Background: an optimization exercise with open tools, aiming at small area. Do not read the settings as production practice.
The RTL was checked by simulation tests, not by an equivalence proof against the original design.

## delta
Design convolution, start of the top module:
module convolution #(parameter BW1=16, BW2=16, STRIDE=1, xs=32, ws=5)
	(input iCLK, iRSTn, iWren,
	 input [4:0] iADDR,
	 input [7:0] iWeight,
	 input signed [7:0] iX,
	 input iValid,
	 output signed [BW2-1:0] oPsum,
	 output oValid);
wire [199:0] w;
wire [8*129-1:0] p;
decoder dec1(.iCLK(iCLK), .iRSTn(iRSTn), .iWren(iWren), .iAddr(iADDR),
             .iWeight(iWeight), .oW(w));
line_buf lb(.iCLK(iCLK), .iX(iX), .oP(p));
control cc1(.iCLK(iCLK), .iRSTn(iRSTn), .iValid(iValid), .oValid(oValid));
wire [15:0] s0, s1, s2, s3, s4;
wire [15:0] so0, so1, so2, so3, so4;
reg  [15:0] r0, r1, r2, r3;
reg  [15:0] rout;
rowstage0 st0(.x0(p[8*((4-(0))*31+4-(0)) +: 8]), .x1(p[8*((4-(0))*31+4-(1)) +: 8]), .x2(p[8*((4-(0))*31+4-(2)) +: 8]), .x3(p[8*((4-(0))*31+4-(3)) +: 8]), .x4(p[8*((4-(0))*31+4-(4)) +: 8]),
              .w0(w[8*(5*(0)+(0)) +: 8]), .w1(w[8*(5*(0)+(1)) +: 8]), .w2(w[8*(5*(0)+(2)) +: 8]), .w3(w[8*(5*(0)+(3)) +: 8]), .w4(w[8*(5*(0)+(4)) +: 8]),
              .s(s0), .so(so0));
rowstage st1(.x0(p[8*((4-(1))*31+4-(0)) +: 8]), .x1(p[8*((4-(1))*31+4-(1)) +: 8]), .x2(p[8*((4-(1))*31+4-(2)) +: 8]), .x3(p[8*((4-(1))*31+4-(3)) +: 8]), .x4(p[8*((4-(1))*31+4-(4)) +: 8]),
             .w0(w[8*(5*(1)+(0)) +: 8]), .w1(w[8*(5*(1)+(1)) +: 8]), .w2(w[8*(5*(1)+(2)) +: 8]), .w3(w[8*(5*(1)+(3)) +: 8]), .w4(w[8*(5*(1)+(4)) +: 8]),
             .sw(r0), .s(s1), .so(so1));
  ...
Settings: LEC_CHECK=0, CAP_MARGIN=20, CORE_MARGIN=2, CORE_UTILIZATION=40, PLACE_DENSITY=0.6, SLEW_MARGIN=20, SYNTH_HIERARCHICAL=1, SYNTH_MINIMUM_KEEP_SIZE=0; clock period 8.0 ns.
run.sh (not shown) runs the stock make flow with config.mk's settings and CLKGATE_MAP_FILE= SYNTH_SCRIPT=/design/flow/synth_recipe.tcl, a recipe that flattens the netlist after the stock synthesis.
Changes in juniper relative to delta:
- changing PLACE_DENSITY from 0.6 to 0.7
- changing CORE_UTILIZATION from 40 to 60
Results
- Diff delta -> juniper | met1 usage | increase of 13 points
- On maximum fanout count along the critical path: between delta and juniper, it ends up higher for juniper.
- The run showing the smaller portion of the clock cycle consumed by the worst path in the final layout is delta.
- On juniper: number of global-route vias before repair is 370 higher than what delta gave.
diff inputs: juniper => nickel
- an added CTS_CLUSTER_SIZE of 30
- a change of CORE_UTILIZATION from 60 to 40
- an added CTS_BUF_LIST of sky130_fd_sc_hd__clkbuf_8
- a change of PLACE_DENSITY from 0.7 to 0.6
Results
The final layouts of juniper and nickel pass the timing, design-rule and antenna checks.
Comparing juniper and nickel, the lower hold slack is on juniper.
[compare] base=juniper new=nickel: number of gates on the worst path with buffers counted went up, slew of the pin with the lowest slew margin now larger, final weighted congestion in routability-driven placement now smaller.
Inputs modified between nickel and harbor:
- putting CTS_CLUSTER_DIAMETER at 150 where nothing was set
- clearing CTS_BUF_LIST, which used to be sky130_fd_sc_hd__clkbuf_8
- swapping 0.6 for 0.75 in PLACE_DENSITY
- swapping 40 for 55 in CORE_UTILIZATION
- swapping 30 for 22 in CTS_CLUSTER_SIZE
### Flow results
Comparing harbor and nickel, depth of the critical timing path with buffers and inverters included is higher on nickel. Comparing harbor against nickel, there is no change at all in setup total negative slack. Final instance area, harbor and nickel: larger value in nickel. harbor has less setup slack than nickel. Effective utilization at floorplan for harbor: 15 points up relative to nickel. On post-layout instance count excluding filler cells: between harbor and nickel, it ends up higher for nickel. harbor vs. nickel: die height now sits lower, tapcell count now sits lower.

port drivers added, routing unchanged:
The flow's constraints put no driver on any port. The routed layouts listed below were extracted and timed again, unchanged, in two steps.
Step 1 sets driving cells, clkbuf_16 on the clock port and buf_2 on the other inputs (assumed; they add their load-dependent delay and slew).
Step 2 times the ports against the registers' clock, not the clock port: input delays grow and output delays shrink by t, the midpoint of the rising clock arrivals with the driver on.
Three values: ideal, step 1, step 2; two values: the first two.
run | shift t [ns] | slack for setup (ns) | hold WS [ns] | worst setup path after step 2 | clock arrival spread, ns
delta | 0.853 | 0.538 / 0.538 / 0.538 | 0.312 / 0.312 / 0.312 | register to register | 0.042 / 0.042
juniper | 0.835 | 0.477 / 0.477 / 0.477 | 0.284 / 0.284 / 0.284 | register to register | 0.064 / 0.063
nickel | 1.018 | 0.574 / 0.574 / 0.574 | 0.293 / 0.293 / 0.293 | register to register | 0.076 / 0.075
harbor | 0.766 | 0.534 / 0.534 / 0.534 | 0.291 / 0.291 / 0.291 | register to register | 0.063 / 0.063
After both steps every run listed still meets setup and hold.
